This is an optimization exercise on Yosys and OpenROAD, whose aim is small area, not a production implementation.
Only simulation tests tie the RTL to the original design; equivalence was not proved.
Power is estimated from default activity; no workload was simulated.

==> design/flow/design.v <==
module top_ps2(input wire clk, input wire rst, input wire ps2_clk, input wire ps2_data,
           output wire ascii_new, output wire [6:0] ascii_code);
    reg break_code, control_l, control_r_n, e0_code, kb_dc_cnt_0, kb_dc_cnt_1, kb_dc_cnt_2__n, kb_dc_cnt_3, kb_dc_cnt_4__n, kb_dc_cnt_5__n, kb_dc_cnt_6, kb_dc_cnt_7__n, kb_dc_cnt_8, kb_dc_flipflops_0, kb_dc_flipflops_1__n, kb_dc_result, kb_dc_sync_ff_n, kb_dd_cnt_0, kb_dd_cnt_1, kb_dd_cnt_2__n, kb_dd_cnt_3, kb_dd_cnt_4__n, kb_dd_cnt_5__n, kb_dd_cnt_6, kb_dd_cnt_7__n, kb_dd_cnt_8, kb_dd_flipflops_0, kb_dd_flipflops_1, kb_dd_result_n, kb_dd_sync_ff_n, kb_idle_0, kb_idle_1, kb_idle_10, kb_idle_11, kb_idle_2, kb_idle_3__n, kb_idle_4, kb_idle_5, kb_idle_6, kb_idle_7, kb_idle_8, kb_idle_9__n, kb_parity_n, kb_ps2_word_0, kb_ps2_word_1, kb_ps2_word_10, kb_ps2_word_2__n, kb_ps2_word_3__n, kb_ps2_word_4__n, kb_ps2_word_5__n, kb_ps2_word_6, kb_ps2_word_7__n, kb_ps2_word_8, kb_ps2_word_9__n, kb_tail_n, shift_l, shift_r;
    wire n101, n106, n111, n116, n121, n126, n131, n136, n141, n146, n151, n156, n161, n166, n171, n176, n181, n186, n191, n196, n201, n206, n211, n216, n221, n226, n231, n236, n241, n246, n251, n256, n26, n261, n266, n271, n276, n281, n286, n291, n296, n301, n306, n31, n36, n41, n46, n51, n56, n61, n66, n71, n76, n81, n86, n91, n96, new_n184, new_n185, new_n186_1, new_n187, new_n188, new_n189, new_n191_1, new_n192, new_n193, new_n194, new_n195, new_n196_1, new_n197, new_n198, new_n199, new_n200, new_n201_1, new_n202, new_n203, new_n204, new_n205, new_n206_1, new_n207, new_n208, new_n209, new_n210, new_n211_1, new_n212, new_n213, new_n214, new_n215, new_n216_1, new_n217, new_n218, new_n219, new_n220, new_n221_1, new_n222, new_n223, new_n224, new_n225, new_n226_1, new_n227, new_n228, new_n229, new_n230, new_n231_1, new_n232, new_n233, new_n234, new_n235, new_n236_1, new_n237, new_n238, new_n239, new_n240, new_n241_1, new_n242, new_n243, new_n244, new_n245, new_n246_1, new_n247, new_n248, new_n249, new_n250, new_n251_1, new_n252, new_n253, new_n254, new_n255, new_n256_1, new_n257, new_n258, new_n259, new_n260, new_n261_1, new_n262, new_n263, new_n264, new_n265, new_n266_1, new_n267, new_n268, new_n269, new_n270, new_n271_1, new_n273, new_n274, new_n275, new_n276_1, new_n277, new_n278, new_n279, new_n280, new_n281_1, new_n282, new_n283, new_n284, new_n286_1, new_n287, new_n288, new_n289, new_n290, new_n291_1, new_n292, new_n293, new_n294, new_n295, new_n296_1, new_n297, new_n298, new_n299, new_n300, new_n301_1, new_n302, new_n303, new_n304, new_n305, new_n306_1, new_n307, new_n308, new_n309, new_n310, new_n311, new_n312, new_n313, new_n314, new_n315, new_n316, new_n317, new_n318, new_n319, new_n320, new_n321, new_n322, new_n323, new_n324, new_n325, new_n326, new_n327, new_n328, new_n329, new_n330, new_n331, new_n332, new_n333, new_n334, new_n336, new_n337, new_n338, new_n339, new_n340, new_n341, new_n342, new_n343, new_n344, new_n345, new_n346, new_n347, new_n348, new_n349, new_n350, new_n351, new_n352, new_n353, new_n354, new_n355, new_n356, new_n357, new_n358, new_n360, new_n361, new_n362, new_n363, new_n364, new_n365, new_n366, new_n367, new_n368, new_n369, new_n370, new_n371, new_n372, new_n373, new_n374, new_n375, new_n376, new_n377, new_n378, new_n379, new_n380, new_n381, new_n382, new_n384, new_n385, new_n386, new_n387, new_n388, new_n389, new_n390, new_n391, new_n392, new_n393, new_n394, new_n395, new_n396, new_n397, new_n400, new_n401, new_n402, new_n403, new_n404, new_n405, new_n406, new_n407, new_n408, new_n409, new_n410, new_n411, new_n412, new_n413, new_n414, new_n415, new_n416, new_n417, new_n418, new_n419, new_n421, new_n422, new_n423, new_n425, new_n426, new_n427, new_n428, new_n429, new_n430, new_n431, new_n432, new_n433, new_n435, new_n436, new_n437, new_n438, new_n440, new_n441, new_n442, new_n443, new_n444, new_n445, new_n446, new_n447, new_n448, new_n449, new_n451, new_n452, new_n453, new_n454, new_n456, new_n457, new_n458, new_n460, new_n461, new_n462, new_n463, new_n464, new_n465, new_n466, new_n471, new_n472, new_n481, new_n482, new_n483, new_n485, new_n486, new_n487, new_n488, new_n489, new_n490, new_n491, new_n496, new_n497, new_n506, new_n507, new_n508, new_n509, new_n510, new_n511, new_n512, new_n513, new_n515, new_n516, new_n517, new_n518, new_n520, new_n521, new_n523, new_n524, new_n526, new_n527, new_n529, new_n530, new_n532, new_n533, new_n535, new_n536, new_n538, new_n539, new_n541, new_n542, new_n544, new_n545, new_n547, new_n548, new_n550, new_n551, new_n552, new_n553, new_n554, new_n555, new_n556, new_n557, new_n559, new_n560, new_n561, new_n562, new_n563, new_n564, new_n565, new_n566, new_n567, new_n568, new_n569, new_n570, new_n571, new_n572, new_n573, new_n574, new_n575, new_n576, new_n577, new_n578, new_n579, new_n580, new_n581, new_n582, new_n583, new_n584, new_n585, new_n586, new_n587, new_n588, new_n589, new_n590, new_n591, new_n592, new_n593, new_n594, new_n595;
    assign new_n184 = ~kb_idle_2 & ~kb_idle_4;
    assign new_n185 = ~kb_idle_6 & ~kb_idle_0;
    assign new_n186_1 = new_n184 & new_n185;
    assign new_n187 = ~kb_idle_1 & kb_idle_3__n;
    assign new_n188 = ~kb_idle_5 & new_n187;
    assign new_n189 = new_n186_1 & new_n188;
    assign ascii_new = ~kb_tail_n & new_n189;
    assign new_n191_1 = ~kb_dc_result & kb_ps2_word_5__n;
    assign new_n192 = kb_dc_result & ~kb_ps2_word_6;
    assign new_n193 = ~new_n191_1 & ~new_n192;
    assign new_n194 = ~kb_dc_result & ~kb_ps2_word_6;
    assign new_n195 = kb_dc_result & kb_ps2_word_7__n;
    assign new_n196_1 = ~new_n194 & ~new_n195;
    assign new_n197 = new_n193 & new_n196_1;
    assign new_n198 = ~kb_dc_result & ~kb_ps2_word_1;
    assign new_n199 = kb_dc_result & kb_ps2_word_2__n;
    assign new_n200 = ~new_n198 & ~new_n199;
    assign new_n201_1 = ~kb_dc_result & kb_ps2_word_2__n;
    assign new_n202 = kb_dc_result & kb_ps2_word_3__n;
    assign new_n203 = ~new_n201_1 & ~new_n202;
    assign new_n204 = control_r_n & ~control_l;
    assign new_n205 = ~kb_dc_result & kb_ps2_word_4__n;
    assign new_n206_1 = kb_dc_result & kb_ps2_word_5__n;
    assign new_n207 = ~new_n205 & ~new_n206_1;
    assign new_n208 = new_n200 & new_n203;
    assign new_n209 = ~shift_r & ~shift_l;
    assign new_n210 = new_n204 & new_n209;
    assign new_n211_1 = new_n208 & new_n210;
    assign new_n212 = new_n207 & new_n211_1;
    assign new_n213 = new_n196_1 & ~new_n210;
    assign new_n214 = ~kb_dc_result & kb_ps2_word_3__n;
    assign new_n215 = kb_dc_result & kb_ps2_word_4__n;
    assign new_n216_1 = ~new_n214 & ~new_n215;
    assign new_n217 = ~kb_dc_result & ~kb_ps2_word_0;
    assign new_n218 = kb_dc_result & ~kb_ps2_word_1;
    assign new_n219 = ~new_n217 & ~new_n218;
    assign new_n220 = new_n203 & new_n219;
    assign new_n221_1 = ~new_n207 & new_n220;
    assign new_n222 = new_n196_1 & new_n207;
    assign new_n223 = ~new_n203 & new_n222;
    assign new_n224 = ~new_n193 & new_n208;
    assign new_n225 = ~new_n223 & ~new_n224;
    assign new_n226_1 = ~new_n221_1 & new_n225;
    assign new_n227 = ~new_n216_1 & ~new_n226_1;
    assign new_n228 = ~new_n213 & new_n227;
    assign new_n229 = ~new_n200 & ~new_n210;
    assign new_n230 = new_n196_1 & ~new_n229;
    assign new_n231_1 = new_n216_1 & new_n230;
    assign new_n232 = ~new_n228 & ~new_n231_1;
    assign new_n233 = ~new_n207 & ~new_n219;
    assign new_n234 = new_n203 & ~new_n210;
    assign new_n235 = new_n233 & ~new_n234;
    assign new_n236_1 = ~new_n232 & new_n235;
    assign new_n237 = ~new_n212 & ~new_n236_1;
    assign new_n238 = new_n204 & ~new_n237;
    assign new_n239 = ~new_n200 & ~new_n203;
    assign new_n240 = ~new_n200 & new_n221_1;
    assign new_n241_1 = ~new_n200 & ~new_n219;
    assign new_n242 = new_n193 & ~new_n241_1;
    assign new_n243 = new_n203 & new_n242;
    assign new_n244 = ~new_n240 & new_n243;
    assign new_n245 = ~new_n239 & ~new_n244;
    assign new_n246_1 = new_n216_1 & ~new_n245;
    assign new_n247 = new_n204 & ~new_n246_1;
    assign new_n248 = new_n237 & ~new_n247;
    assign new_n249 = new_n216_1 & ~new_n219;
    assign new_n250 = new_n200 & ~new_n219;
    assign new_n251_1 = ~new_n249 & ~new_n250;
    assign new_n252 = new_n196_1 & ~new_n200;
    assign new_n253 = ~new_n222 & ~new_n252;
    assign new_n254 = ~new_n251_1 & ~new_n253;
    assign new_n255 = ~new_n193 & ~new_n196_1;
    assign new_n256_1 = ~new_n207 & new_n255;
    assign new_n257 = ~new_n200 & new_n256_1;
    assign new_n258 = ~new_n254 & ~new_n257;
    assign new_n259 = ~new_n216_1 & new_n219;
    assign new_n260 = ~new_n249 & ~new_n259;
    assign new_n261_1 = new_n252 & ~new_n260;
    assign new_n262 = new_n200 & ~new_n216_1;
    assign new_n263 = ~new_n196_1 & new_n262;
    assign new_n264 = ~new_n261_1 & ~new_n263;
    assign new_n265 = ~new_n193 & ~new_n264;
    assign new_n266_1 = ~new_n207 & ~new_n216_1;
    assign new_n267 = new_n203 & ~new_n241_1;
    assign new_n268 = new_n266_1 & new_n267;
    assign new_n269 = ~new_n265 & ~new_n268;
    assign new_n270 = new_n258 & new_n269;
    assign new_n271_1 = ~new_n248 & new_n270;
    assign ascii_code[6] = ~new_n238 & new_n271_1;
    assign new_n273 = new_n207 & new_n213;
    assign new_n274 = ascii_code[6] & new_n273;
    assign new_n275 = ~new_n193 & new_n216_1;
    assign new_n276_1 = new_n233 & new_n275;
    assign new_n277 = ~new_n234 & new_n276_1;
    assign new_n278 = ~new_n227 & ~new_n277;
    assign new_n279 = ~new_n246_1 & new_n278;
    assign new_n280 = ~new_n196_1 & new_n208;
    assign new_n281_1 = new_n207 & ~new_n210;
    assign new_n282 = new_n280 & ~new_n281_1;
    assign new_n283 = ~new_n261_1 & ~new_n282;
    assign new_n284 = new_n279 & new_n283;
    assign ascii_code[5] = ~(~new_n274 & new_n284);
    assign new_n286_1 = new_n210 & ~new_n275;
    assign new_n287 = ascii_code[5] & new_n286_1;
    assign new_n288 = ~new_n200 & new_n216_1;
    assign new_n289 = ~new_n196_1 & new_n207;
    assign new_n290 = ~new_n255 & ~new_n289;
    assign new_n291_1 = new_n288 & new_n290;
    assign new_n292 = ~new_n219 & new_n222;
    assign new_n293 = new_n259 & new_n289;
    assign new_n294 = ~new_n292 & ~new_n293;
    assign new_n295 = ~new_n291_1 & new_n294;
    assign new_n296_1 = ~new_n287 & new_n295;
    assign new_n297 = new_n203 & ~new_n296_1;
    assign new_n298 = new_n207 & new_n216_1;
    assign new_n299 = ~new_n193 & ~new_n219;
    assign new_n300 = new_n298 & ~new_n299;
    assign new_n301_1 = ~new_n242 & new_n300;
    assign new_n302 = new_n193 & ~new_n233;
    assign new_n303 = ~new_n230 & ~new_n302;
    assign new_n304 = ~new_n197 & ~new_n303;
    assign new_n305 = new_n203 & new_n237;
    assign new_n306_1 = ~new_n304 & ~new_n305;
    assign new_n307 = ~new_n301_1 & ~new_n306_1;
    assign new_n308 = ~new_n297 & new_n307;
    assign new_n309 = new_n193 & new_n308;
    assign new_n310 = ~new_n200 & ~new_n309;
    assign new_n311 = ~new_n197 & ~new_n310;
    assign new_n312 = new_n207 & ~new_n301_1;
    assign new_n313 = ~new_n311 & new_n312;
    assign new_n314 = ~new_n193 & ~new_n216_1;
    assign new_n315 = ~ascii_code[5] & new_n314;
    assign new_n316 = new_n193 & ~new_n207;
    assign new_n317 = ~new_n216_1 & new_n239;
    assign new_n318 = ~new_n280 & ~new_n317;
    assign new_n319 = new_n316 & ~new_n318;
    assign new_n320 = new_n193 & ~new_n208;
    assign new_n321 = ~new_n266_1 & ~new_n320;
    assign new_n322 = ~new_n219 & ~new_n321;
    assign new_n323 = ~new_n267 & ~new_n298;
    assign new_n324 = ~new_n266_1 & ~new_n323;
    assign new_n325 = new_n322 & new_n324;
    assign new_n326 = ~new_n319 & ~new_n325;
    assign new_n327 = new_n232 & ~new_n251_1;
    assign new_n328 = new_n213 & new_n227;
    assign new_n329 = new_n219 & ~new_n255;
    assign new_n330 = ~new_n223 & new_n329;
    assign new_n331 = ~new_n328 & new_n330;
    assign new_n332 = ~new_n327 & ~new_n331;
    assign new_n333 = new_n326 & ~new_n332;
    assign new_n334 = ~new_n315 & new_n333;
    assign ascii_code[0] = ~(~new_n313 & new_n334);
    assign new_n336 = new_n211_1 & ~new_n279;
    assign new_n337 = new_n216_1 & ~new_n281_1;
    assign new_n338 = new_n208 & ~new_n337;
    assign new_n339 = ~new_n234 & new_n259;
    assign new_n340 = ~new_n221_1 & ~new_n339;
    assign new_n341 = ~new_n338 & new_n340;
    assign new_n342 = ~new_n326 & new_n341;
    assign new_n343 = ~new_n220 & new_n288;
    assign new_n344 = ~new_n203 & ~new_n219;
    assign new_n345 = new_n266_1 & new_n344;
    assign new_n346 = ~new_n259 & ~new_n345;
    assign new_n347 = ~new_n239 & ~new_n346;
    assign new_n348 = ~new_n343 & ~new_n347;
    assign new_n349 = ~new_n196_1 & ~new_n348;
    assign new_n350 = ~new_n193 & ~new_n341;
    assign new_n351 = ~new_n196_1 & ~new_n241_1;
    assign new_n352 = new_n200 & new_n219;
    assign new_n353 = ~new_n298 & ~new_n316;
    assign new_n354 = ~new_n352 & new_n353;
    assign new_n355 = ~new_n351 & ~new_n354;
    assign new_n356 = ~new_n350 & ~new_n355;
    assign new_n357 = ~new_n349 & new_n356;
    assign new_n358 = ~new_n342 & new_n357;
    assign ascii_code[1] = ~new_n336 & new_n358;
    assign new_n360 = new_n200 & new_n210;
    assign new_n361 = new_n256_1 & ~new_n360;
    assign new_n362 = ~new_n290 & ~new_n361;
    assign new_n363 = new_n200 & ~new_n362;
    assign new_n364 = ~new_n322 & ~new_n363;
    assign new_n365 = ~new_n262 & ~new_n364;
    assign new_n366 = new_n193 & new_n207;
    assign new_n367 = new_n208 & ~new_n216_1;
    assign new_n368 = new_n366 & new_n367;
    assign new_n369 = ~new_n207 & new_n352;
    assign new_n370 = ~new_n368 & ~new_n369;
    assign new_n371 = ~new_n196_1 & ~new_n370;
    assign new_n372 = new_n203 & ~new_n219;
    assign new_n373 = new_n210 & new_n222;
    assign new_n374 = ~new_n372 & new_n373;
    assign new_n375 = new_n203 & new_n266_1;
    assign new_n376 = new_n320 & new_n375;
    assign new_n377 = new_n239 & ~new_n316;
    assign new_n378 = new_n220 & new_n298;
    assign new_n379 = ~new_n377 & ~new_n378;
    assign new_n380 = ~new_n376 & new_n379;
    assign new_n381 = ~new_n374 & new_n380;
    assign new_n382 = ~new_n371 & new_n381;
    assign ascii_code[2] = ~(~new_n365 & new_n382);
    assign new_n384 = new_n262 & new_n344;
    assign new_n385 = new_n275 & new_n344;
    assign new_n386 = ~new_n196_1 & ~new_n385;
    assign new_n387 = ~new_n240 & ~new_n386;
    assign new_n388 = ~new_n328 & ~new_n387;
    assign new_n389 = ~new_n384 & ~new_n388;
    assign new_n390 = ~new_n276_1 & ~new_n368;
    assign new_n391 = ~new_n210 & ~new_n390;
    assign new_n392 = ~new_n216_1 & ~new_n219;
    assign new_n393 = ~new_n288 & new_n366;
    assign new_n394 = ~new_n392 & new_n393;
    assign new_n395 = ~new_n345 & ~new_n361;
    assign new_n396 = ~new_n394 & new_n395;
    assign new_n397 = ~new_n391 & new_n396;
    assign ascii_code[3] = ~(~new_n389 & new_n397);
    assign ascii_code[4] = ~(new_n308 & ~new_n391);
    assign new_n400 = ~kb_idle_10 & ~kb_idle_11;
    assign new_n401 = kb_dc_result & kb_idle_1;
    assign new_n402 = ~kb_idle_3__n & kb_idle_5;
    assign new_n403 = new_n401 & new_n402;
    assign new_n404 = new_n400 & new_n403;
    assign new_n405 = kb_idle_7 & ~kb_idle_8;
    assign new_n406 = ~kb_idle_9__n & new_n405;
    assign new_n407 = new_n186_1 & new_n406;
    assign new_n408 = new_n404 & new_n407;
    assign new_n409 = ~kb_parity_n & ~kb_ps2_word_0;
    assign new_n410 = kb_ps2_word_10 & new_n409;
    assign new_n411 = new_n408 & new_n410;
    assign new_n412 = ~rst & ~new_n411;
    assign new_n413 = ~rst & kb_ps2_word_8;
    assign new_n414 = ~new_n219 & new_n413;
    assign new_n415 = new_n197 & new_n414;
    assign new_n416 = new_n317 & new_n415;
    assign new_n417 = ~new_n412 & ~new_n416;
    assign new_n418 = new_n207 & new_n411;
    assign new_n419 = ~break_code & ~new_n418;
    assign n26 = ~new_n417 & ~new_n419;
    assign new_n421 = e0_code & ~new_n417;
    assign new_n422 = kb_ps2_word_5__n & new_n411;
    assign new_n423 = new_n416 & new_n422;
    assign n31 = ~(~new_n421 & ~new_n423);
    assign new_n425 = new_n255 & ~new_n324;
    assign new_n426 = ~kb_ps2_word_8 & new_n411;
    assign new_n427 = new_n207 & new_n426;
    assign new_n428 = new_n425 & new_n427;
    assign new_n429 = new_n203 & new_n428;
    assign new_n430 = e0_code & new_n429;
    assign new_n431 = break_code & new_n430;
    assign new_n432 = control_r_n & ~new_n430;
    assign new_n433 = ~rst & ~new_n432;
    assign n36 = ~(~new_n431 & new_n433);
    assign new_n435 = ~e0_code & new_n429;
    assign new_n436 = break_code & new_n435;
    assign new_n437 = ~control_l & ~new_n435;
    assign new_n438 = ~rst & ~new_n437;
    assign n41 = ~new_n436 & new_n438;
    assign new_n440 = kb_ps2_word_2__n & ~kb_ps2_word_6;
    assign new_n441 = ~kb_ps2_word_7__n & ~new_n440;
    assign new_n442 = new_n207 & new_n441;
    assign new_n443 = new_n269 & ~new_n442;
    assign new_n444 = new_n216_1 & new_n223;
    assign new_n445 = new_n426 & new_n444;
    assign new_n446 = new_n443 & new_n445;
    assign new_n447 = break_code & new_n446;
    assign new_n448 = ~shift_r & ~new_n446;
    assign new_n449 = ~rst & ~new_n448;
    assign n46 = ~new_n447 & new_n449;
    assign new_n451 = new_n250 & new_n428;
    assign new_n452 = break_code & new_n451;
    assign new_n453 = ~shift_l & ~new_n451;
    assign new_n454 = ~rst & ~new_n453;
    assign n51 = ~new_n452 & new_n454;
    assign new_n456 = ~kb_dd_flipflops_0 & ~kb_dd_flipflops_1;
    assign new_n457 = kb_dd_flipflops_0 & kb_dd_flipflops_1;
    assign new_n458 = ~new_n456 & ~new_n457;
    assign n91 = ~kb_dd_cnt_2__n & ~new_n458;
    assign new_n460 = ~kb_dd_cnt_1 & ~kb_dd_cnt_8;
    assign new_n461 = ~kb_dd_cnt_3 & kb_dd_cnt_5__n;
    assign new_n462 = new_n460 & new_n461;
    assign new_n463 = n91 & new_n462;
    assign new_n464 = ~kb_dd_flipflops_1 & new_n463;
    assign new_n465 = kb_dd_result_n & ~new_n463;
    assign new_n466 = ~rst & ~new_n465;
    assign n56 = ~(~new_n464 & new_n466);
    assign n61 = ~(~rst & ps2_data);
    assign n66 = ~rst & ~kb_dd_sync_ff_n;
    assign n71 = ~rst & kb_dd_flipflops_0;
    assign new_n471 = kb_dd_cnt_1 & kb_dd_cnt_8;
    assign new_n472 = ~new_n460 & ~new_n471;
    assign n76 = ~new_n458 & new_n472;
    assign n81 = ~(~kb_dd_cnt_0 & ~new_n458);
    assign n86 = ~kb_dd_cnt_1 & ~new_n458;
    assign n96 = ~kb_dd_cnt_3 & ~new_n458;
    assign n101 = kb_dd_cnt_4__n & ~new_n458;
    assign n106 = ~kb_dd_cnt_5__n & ~new_n458;
    assign n111 = ~kb_dd_cnt_6 & ~new_n458;
    assign n116 = ~kb_dd_cnt_7__n & ~new_n458;
    assign new_n481 = ~kb_dc_flipflops_0 & kb_dc_flipflops_1__n;
    assign new_n482 = kb_dc_flipflops_0 & ~kb_dc_flipflops_1__n;
    assign new_n483 = ~new_n481 & ~new_n482;
    assign n156 = ~kb_dc_cnt_2__n & ~new_n483;
    assign new_n485 = ~kb_dc_cnt_1 & ~kb_dc_cnt_8;
    assign new_n486 = ~kb_dc_cnt_3 & kb_dc_cnt_5__n;
    assign new_n487 = new_n485 & new_n486;
    assign new_n488 = n156 & new_n487;
    assign new_n489 = kb_dc_flipflops_1__n & new_n488;
    assign new_n490 = ~kb_dc_result & ~new_n488;
    assign new_n491 = ~rst & ~new_n490;
    assign n121 = ~new_n489 & new_n491;
    assign n126 = ~(~rst & ps2_clk);
    assign n131 = ~rst & ~kb_dc_sync_ff_n;
    assign n136 = ~(~rst & kb_dc_flipflops_0);
    assign new_n496 = kb_dc_cnt_1 & kb_dc_cnt_8;
    assign new_n497 = ~new_n485 & ~new_n496;
    assign n141 = ~new_n483 & new_n497;
    assign n146 = ~(~kb_dc_cnt_0 & ~new_n483);
    assign n151 = ~kb_dc_cnt_1 & ~new_n483;
    assign n161 = ~kb_dc_cnt_3 & ~new_n483;
    assign n166 = kb_dc_cnt_4__n & ~new_n483;
    assign n171 = ~kb_dc_cnt_5__n & ~new_n483;
    assign n176 = ~kb_dc_cnt_6 & ~new_n483;
    assign n181 = ~kb_dc_cnt_7__n & ~new_n483;
    assign new_n506 = kb_dc_result & new_n489;
    assign new_n507 = kb_ps2_word_1 & ~kb_ps2_word_10;
    assign new_n508 = ~kb_ps2_word_1 & kb_ps2_word_10;
    assign new_n509 = ~new_n507 & ~new_n508;
    assign new_n510 = new_n506 & ~new_n509;
    assign new_n511 = ~kb_parity_n & new_n510;
    assign new_n512 = kb_parity_n & ~new_n510;
    assign new_n513 = ~rst & ~new_n512;
    assign n186 = ~(~new_n511 & new_n513);
    assign new_n515 = ~rst & ~new_n506;
    assign new_n516 = kb_ps2_word_0 & new_n515;
    assign new_n517 = ~rst & new_n506;
    assign new_n518 = kb_ps2_word_1 & new_n517;
    assign n191 = ~(~new_n516 & ~new_n518);
    assign new_n520 = kb_ps2_word_1 & new_n515;
    assign new_n521 = ~kb_ps2_word_2__n & new_n517;
    assign n196 = ~(~new_n520 & ~new_n521);
    assign new_n523 = ~kb_ps2_word_2__n & new_n515;
    assign new_n524 = ~kb_ps2_word_3__n & new_n517;
    assign n201 = ~new_n523 & ~new_n524;
    assign new_n526 = ~kb_ps2_word_3__n & new_n515;
    assign new_n527 = ~kb_ps2_word_4__n & new_n517;
    assign n206 = ~new_n526 & ~new_n527;
    assign new_n529 = ~kb_ps2_word_4__n & new_n515;
    assign new_n530 = ~kb_ps2_word_5__n & new_n517;
    assign n211 = ~new_n529 & ~new_n530;
    assign new_n532 = ~kb_ps2_word_5__n & new_n515;
    assign new_n533 = kb_ps2_word_6 & new_n517;
    assign n216 = ~new_n532 & ~new_n533;
    assign new_n535 = kb_ps2_word_6 & new_n515;
    assign new_n536 = ~kb_ps2_word_7__n & new_n517;
    assign n221 = ~(~new_n535 & ~new_n536);
    assign new_n538 = ~kb_ps2_word_7__n & new_n515;
    assign new_n539 = kb_ps2_word_8 & new_n517;
    assign n226 = ~new_n538 & ~new_n539;
    assign new_n541 = ~kb_ps2_word_9__n & new_n517;
    assign new_n542 = kb_ps2_word_8 & new_n515;
    assign n231 = ~(~new_n541 & ~new_n542);
    assign new_n544 = ~kb_ps2_word_9__n & new_n515;
    assign new_n545 = kb_ps2_word_10 & new_n517;
    assign n236 = ~new_n544 & ~new_n545;
    assign new_n547 = ~n56 & new_n506;
    assign new_n548 = kb_ps2_word_10 & new_n515;
    assign n241 = ~(~new_n547 & ~new_n548);
    assign new_n550 = ~kb_dc_result & kb_idle_0;
    assign new_n551 = ~kb_tail_n & ~new_n550;
    assign new_n552 = ~new_n408 & ~new_n551;
    assign new_n553 = ~kb_idle_7 & ~kb_idle_8;
    assign new_n554 = kb_idle_9__n & ~kb_idle_10;
    assign new_n555 = new_n553 & new_n554;
    assign new_n556 = new_n189 & new_n555;
    assign new_n557 = ~rst & ~new_n556;
    assign n246 = ~(~new_n552 & new_n557);
    assign new_n559 = ~new_n246_1 & ~new_n256_1;
    assign new_n560 = new_n443 & new_n559;
    assign new_n561 = ~new_n204 & ~new_n301_1;
    assign new_n562 = ~new_n560 & new_n561;
    assign new_n563 = kb_ps2_word_4__n & ~new_n203;
    assign new_n564 = new_n258 & ~new_n563;
    assign new_n565 = ~new_n203 & ~new_n258;
    assign new_n566 = ~kb_ps2_word_5__n & ~kb_ps2_word_6;
    assign new_n567 = ~new_n565 & new_n566;
    assign new_n568 = ~new_n564 & new_n567;
    assign new_n569 = e0_code & new_n207;
    assign new_n570 = new_n239 & new_n569;
    assign new_n571 = new_n197 & ~new_n367;
    assign new_n572 = ~new_n570 & new_n571;
    assign new_n573 = new_n219 & ~new_n298;
    assign new_n574 = new_n239 & ~new_n573;
    assign new_n575 = new_n200 & new_n220;
    assign new_n576 = ~break_code & ~new_n575;
    assign new_n577 = ~new_n574 & new_n576;
    assign new_n578 = new_n426 & new_n577;
    assign new_n579 = ~new_n572 & new_n578;
    assign new_n580 = ~new_n425 & new_n579;
    assign new_n581 = ~new_n568 & new_n580;
    assign new_n582 = ~new_n562 & new_n581;
    assign new_n583 = new_n408 & ~new_n582;
    assign new_n584 = ~kb_tail_n & kb_idle_0;
    assign new_n585 = kb_idle_10 & kb_idle_11;
    assign new_n586 = ~new_n400 & ~new_n585;
    assign new_n587 = ~kb_idle_3__n & kb_idle_9__n;
    assign new_n588 = kb_idle_3__n & ~kb_idle_9__n;
    assign new_n589 = ~new_n587 & ~new_n588;
    assign new_n590 = new_n586 & new_n589;
    assign new_n591 = ~new_n586 & ~new_n589;
    assign new_n592 = kb_dc_result & ~new_n591;
    assign new_n593 = ~new_n590 & new_n592;
    assign new_n594 = kb_tail_n & ~new_n593;
    assign new_n595 = ~new_n584 & ~new_n594;
    assign n306 = ~(~new_n583 & new_n595);
    assign n261 = ~kb_idle_2;
    assign n266 = ~kb_idle_3__n;
    assign n291 = ~kb_idle_8;
    assign n296 = ~kb_idle_9__n;
    assign n251 = kb_idle_0;
    assign n256 = kb_idle_1;
    assign n271 = kb_idle_4;
    assign n276 = kb_idle_5;
    assign n281 = kb_idle_6;
    assign n286 = kb_idle_7;
    assign n301 = kb_idle_10;
    always @(posedge clk) begin
        break_code <= n26;
        e0_code <= n31;
        control_r_n <= n36;
        control_l <= n41;
        shift_r <= n46;
        shift_l <= n51;
        kb_dd_result_n <= n56;
        kb_dd_sync_ff_n <= n61;
        kb_dd_flipflops_0 <= n66;
        kb_dd_flipflops_1 <= n71;
        kb_dd_cnt_0 <= n76;
        kb_dd_cnt_1 <= n81;
        kb_dd_cnt_2__n <= n86;
        kb_dd_cnt_3 <= n91;
        kb_dd_cnt_4__n <= n96;
        kb_dd_cnt_5__n <= n101;
        kb_dd_cnt_6 <= n106;
        kb_dd_cnt_7__n <= n111;
        kb_dd_cnt_8 <= n116;
        kb_dc_result <= n121;
        kb_dc_sync_ff_n <= n126;
        kb_dc_flipflops_0 <= n131;
        kb_dc_flipflops_1__n <= n136;
        kb_dc_cnt_0 <= n141;
        kb_dc_cnt_1 <= n146;
        kb_dc_cnt_2__n <= n151;
        kb_dc_cnt_3 <= n156;
        kb_dc_cnt_4__n <= n161;
        kb_dc_cnt_5__n <= n166;
        kb_dc_cnt_6 <= n171;
        kb_dc_cnt_7__n <= n176;
        kb_dc_cnt_8 <= n181;
        kb_parity_n <= n186;
        kb_ps2_word_0 <= n191;
        kb_ps2_word_1 <= n196;
        kb_ps2_word_2__n <= n201;
        kb_ps2_word_3__n <= n206;
        kb_ps2_word_4__n <= n211;
        kb_ps2_word_5__n <= n216;
        kb_ps2_word_6 <= n221;
        kb_ps2_word_7__n <= n226;
        kb_ps2_word_8 <= n231;
        kb_ps2_word_9__n <= n236;
        kb_ps2_word_10 <= n241;
        kb_tail_n <= n246;
        kb_idle_1 <= n251;
        kb_idle_2 <= n256;
        kb_idle_3__n <= n261;
        kb_idle_4 <= n266;
        kb_idle_5 <= n271;
        kb_idle_6 <= n276;
        kb_idle_7 <= n281;
        kb_idle_8 <= n286;
        kb_idle_9__n <= n291;
        kb_idle_10 <= n296;
        kb_idle_11 <= n301;
        kb_idle_0 <= n306;
    end
endmodule
==> design/flow/flow/run.sh <==
#!/bin/bash
# Own layout flow: the standard synthesis, then the combinational logic between the
# (unchanged) registers is mapped again with an area-oriented ABC script, then the standard flow's
# standard layout steps from that netlist on. Each tool's output goes to its own log here.
set -euo pipefail
W=$(pwd)
F=$W/flow
R=$W/orfs/results/$FLOW_PLATFORM/top_ps2/base
LIB=$FLOW_HOME/platforms/$FLOW_PLATFORM/lib/sky130_fd_sc_hd__tt_025C_1v80.lib
YOSYS=$FLOW_HOME/../tools/install/yosys/bin/yosys
[ -x "$YOSYS" ] || YOSYS=yosys

bash standard.sh "$R/1_2_yosys.v" > synth_standard.log 2>&1
cp "$R/1_2_yosys.v" netlist_standard.v

# 2. map the logic between the registers again (registers kept as black boxes)
DONT_USE=$(sed -n '/DONT_USE_CELLS += /,/^#/p' "$FLOW_HOME/platforms/$FLOW_PLATFORM/config.mk" \
  | grep -o 'sky130_fd_sc_hd__[a-z0-9_]*' | sed 's/^/-dont_use /' | tr '\n' ' ')
cat > remap.ys <<EOY
read_liberty -ignore_miss_func $LIB
read_verilog netlist_standard.v
hierarchy -top $FLOW_TOP
blackbox sky130_fd_sc_hd__dfxtp_1
flatten
opt -purge
abc -liberty $LIB $DONT_USE -script $F/remap.abc
opt_clean -purge
splitnets
opt_clean -purge
hilomap -singleton -hicell sky130_fd_sc_hd__conb_1 HI -locell sky130_fd_sc_hd__conb_1 LO
insbuf -buf sky130_fd_sc_hd__buf_4 A X
stat -liberty $LIB
write_verilog -noattr -nohex -nodec netlist_remapped.v
EOY
"$YOSYS" -l remap.log -q -s remap.ys
cp netlist_remapped.v "$R/1_2_yosys.v"
touch "$R/1_2_yosys.v"

# 3. the standard layout steps on the remapped netlist
source "$F/layout_env.sh"
bash standard.sh finish > layout.log 2>&1
==> design/flow/flow/layout_env.sh <==
export CTS_ARGS="-sink_clustering_enable -repair_clock_nets -dont_use_dummy_load -buf_list {sky130_fd_sc_hd__clkbuf_4 sky130_fd_sc_hd__clkbuf_2}"
# Port buffers: the smallest buffer (the ports are lightly loaded).
export BUFFER_PORTS_ARGS="-buffer_cell sky130_fd_sc_hd__buf_1"
==> design/flow/flow/remap.abc <==
strash
dch -f
amap
topo
stime -c
==> design/flow/standard.sh <==
#!/bin/bash
# synth_recipe.tcl (not shown) runs the flow's synth.tcl, then flattens the netlist and writes it again
# the make line also repeats each setting of config.mk as NAME=value (left out here)
make -C /OpenROAD-flow-scripts/flow DESIGN_CONFIG=/design/flow/config.mk WORK_HOME=/design/flow/orfs CLKGATE_MAP_FILE= SYNTH_SCRIPT=/design/flow/synth_recipe.tcl "${@:-finish}"
==> design/flow/config.mk <==
export PLATFORM = sky130hd
export DESIGN_NAME = top_ps2
export DESIGN_NICKNAME = top_ps2
export VERILOG_FILES = /design/flow/design.v
export SDC_FILE = /design/flow/constraint.sdc
export NUM_CORES = 4
export LEC_CHECK = 0
export ABC_AREA = 1
export CAP_MARGIN = 20
export CORE_MARGIN = 2
export CORE_UTILIZATION = 40
export GPL_TIMING_DRIVEN = 0
export PLACE_DENSITY = 0.6
export SLEW_MARGIN = 20
==> design/flow/constraint.sdc <==
create_clock -name core_clock -period 20.0 [get_ports {clk}]
set_input_delay 4.0000 -clock core_clock [delete_from_list [all_inputs] [get_ports {clk}]]
set_output_delay 4.0000 -clock core_clock [all_outputs]
set_load 0.01 [all_outputs]
==> flow_summary.toml <==
[status]
status = "timing/DRC/antenna clean"

[critical_path]
cp.depth = 19
cpLargestDelayFamily = "compound AO/OA/AOI/OAI gates"
regToRegStartpoint = "kb_dc_result$_DFF_P_"
cp_slowest_stage_delay_ps = 670
crit_arrival_ps = 5430
worstReg2RegEnd = "kb_idle_0$_DFF_P_"
worstRegToRegCells = 12
slowest_stage = "o22ai_1"
critPathLaunchType = "flip-flop"
path_buf_inv = 5
end_kind = "primary output"
worst_path_most_repeated_cell = "clkinv_1"
crit_start = "kb_dc_result$_DFF_P_"
cp_cell_sequence = "clkinv_1 -> o22ai_1 -> clkinv_1 -> nor2_1 -> nand2_1 -> a31oi_1 -> clkinv_1 -> o22ai_1 -> clkinv_1 -> o32ai_1 -> o2111a_1 -> a31o_1 -> nand3_1 -> a31oi_1 -> nor3_1 -> nor2_1 -> nor2_1 -> o21ai_0 -> buf_1"
path_class = "reg2out"
worstSetupEndpoint = "ascii_code[0]"
crit_required_ps = 16000
reg2reg_slack_ps = 15700
path_max_fanout = 11

[layout]
nets = 347
final_layout_size_suffix_gt1_share_pct = 2.64
antenna_cells = 0
area_delta_synth_final_pct = 8.08

[clock_network]
cts_buffer_depth = 2
post_cts_buffers = 0
clock-sinks = 57
cts_tree = "built"
cts_resized = 0
hold_buffers = 0
htreeDepth = 3
path_clk_slew_ps = 80
root_buffer = "clkbuf_4"
insertion_delay_ps = 390
cts_buffers = 9

[pwr]
power.density_mw_per_mm2 = 75.2
power_leakage_nw = 0.884
p_int_mw = 0.153
swShare_pct = 24.8
p_sw_mw = 0.0506
pwr-share-comb_pct = 9.5
vdd_drop_max_mv = 0.0615
report.power.total_mw = 0.204
pwr-share-clk_pct = 26.8
power_frac_seq_pct = 63.7

[detailed_routing]
num_vias = 2448
drt_iter0_markers = 255
finalWirelength_mm = 6.28
dr.pass1.iters = 6
ant_nets = 0
avgRoutedWirePerCell_um = 15.1
viasPerCell = 5.88
route.detailed.drc = 0

[logic_synthesis]
yosysWarnings = 1
syn_avg_cell_area_sq_um = 7.82
syn-num-nets = 325
syn_inst = 321
synth_area_sq_mm = 0.00251

[place]
place.gp.congestion = 0.930
port_buffers = 11
dp_worst_setup_slack_ps = 11120
dpl.hpwl_mm = 4.53

[grt]
grt_overflow = 0
grt_pass1_wl_mm = 10.6
antenna_found_initial = 0
grt.total_usage_pct = 18.8
grt_max_degree = 15
grt_pass1_vias = 2299

[timing]
period_needed_ps = 9430
rsz0062_at_grt = "false"
fin_crit_sh_pct = 47.2
tns_ps = 0
drv_slew = 0
slew_headroom_pct = 31.2
fin_ws_ps = 10570
fmax_mhz = 106
finalHoldViolCount = 0
fin_worst_skew_ps = 28.8
worstMarginPinSlew_ps = 1030
setup_violations = 0

[floorplanning]
io_pins = 12
die_h_um = 83.2
die_width_um = 83.2
core-area_sq_mm = 0.00599
row_count = 28
initial_core_util_pct = 41.9
design.die.area_sq_mm = 0.00692

[min_path]
hold_class = "reg2reg"

[job]
drv_cap = 0
[per-stage QoR]
stage / instance area (sq um) / utilization, % / cells / hold slack, ps
finish: 2710 / 45.3 / 416 / 345
global route: 2710 / 45.3 / 416 / 335
CTS: 2710 / 45.3 / 416 / 341
detailed placement: 2640 / 44.1 / 407 / 338
global placement: 2640 / 44.1 / 407 / 334
floorplan: 2510 / - / 321 / 324
[power groups by stage]
stage | Clock (mW) | Combinational, mW | Sequential [mW]
2_1_floorplan | 0 | 0.0147 | 0.131
3_3_place_gp | 0 | 0.0191 | 0.133
3_5_place_dp | 0 | 0.0192 | 0.133
4_1_cts | 0.0575 | 0.0194 | 0.130
5_1_grt | 0.0618 | 0.0219 | 0.131
6_report | 0.0546 | 0.0194 | 0.130
[layout make-up]
type	count	area, sq um
clock buffers	9	67.6
fillers	596	3280
inverters	45	169
multi-input cells	219	1200
flip-flops and latches	57	1140
well taps	75	93.8
repair buffers	11	41.3
[how the worst min path moves through the flow]
stage                 startpoint           endpoint  slack [ps]  cells past startpoint
3_3_place_gp   kb_idle_4$_DFF_P_  kb_idle_5$_DFF_P_         330                      0
3_5_place_dp   kb_idle_4$_DFF_P_  kb_idle_5$_DFF_P_         340                      0
5_1_grt        kb_idle_4$_DFF_P_  kb_idle_5$_DFF_P_         340                      0
6_report       kb_idle_4$_DFF_P_  kb_idle_5$_DFF_P_         340                      0
4_1_cts        kb_idle_4$_DFF_P_  kb_idle_5$_DFF_P_         340                      0
2_1_floorplan  kb_idle_6$_DFF_P_  kb_idle_7$_DFF_P_         320                      0
[per-layer routing]
metal	vias to the layer above	share of wire, %	global-route usage [%]	wire (um)
li1	1208	-	-	-
met2	132	43	27.9	2680
met1	1085	46	24.8	2880
met4	0	2.8	10.3	173
met3	23	8.6	4.77	540
met5	-	0	0	0
[cells in the final DEF, fill, tap and decap left out, drive strengths merged]
master,n
a221oi,2
nor2,64
clkinv,45
o2111ai,2
o311a,1
o221ai,5
nand2,22
a41oi,1
nand4,3
o2111a,1
clkbuf,9
o221a,1
nor3,8
a31oi,3
o32a,1
dfxtp,57
a32oi,1
and3,1
a22oi,3
buf,11
o31ai,1
nand4b,1
or2,2
nor4,5
a2111oi,1
nor2b,3
a21oi,13
or3,3
a311o,1
a211oi,4
o32ai,5
o22ai,14
o311ai,1
or4,6
o21a,2
nand3,7
o21ai,23
o211ai,1
a31o,1
o22a,6

static timing again, ports no longer ideal:
In the flow no input, the clock included, has a driving cell. The finished layout below was timed again as built, in two steps. Step 1, drivers: a clkbuf_16 drives clk and a buf_2 each remaining input, both assumed. Step 2 times the ports against the registers' clock, not the clock port: input delays grow and output delays shrink by t, the midpoint of the rising clock arrivals with the driver on. a / b / c = ideal ports / drivers / drivers and shift; a / b = the first two.
t, ns: 0.408
setup WS [ns]: 10.568 / 10.543 / 10.951
worst data-port slew with drivers (ns): 0.03
pins driven straight from the clock port: 1
After both steps this run still meets setup and hold. The setup slack of this run moves by -0.025 ns with the drivers and by +0.383 ns with both steps.
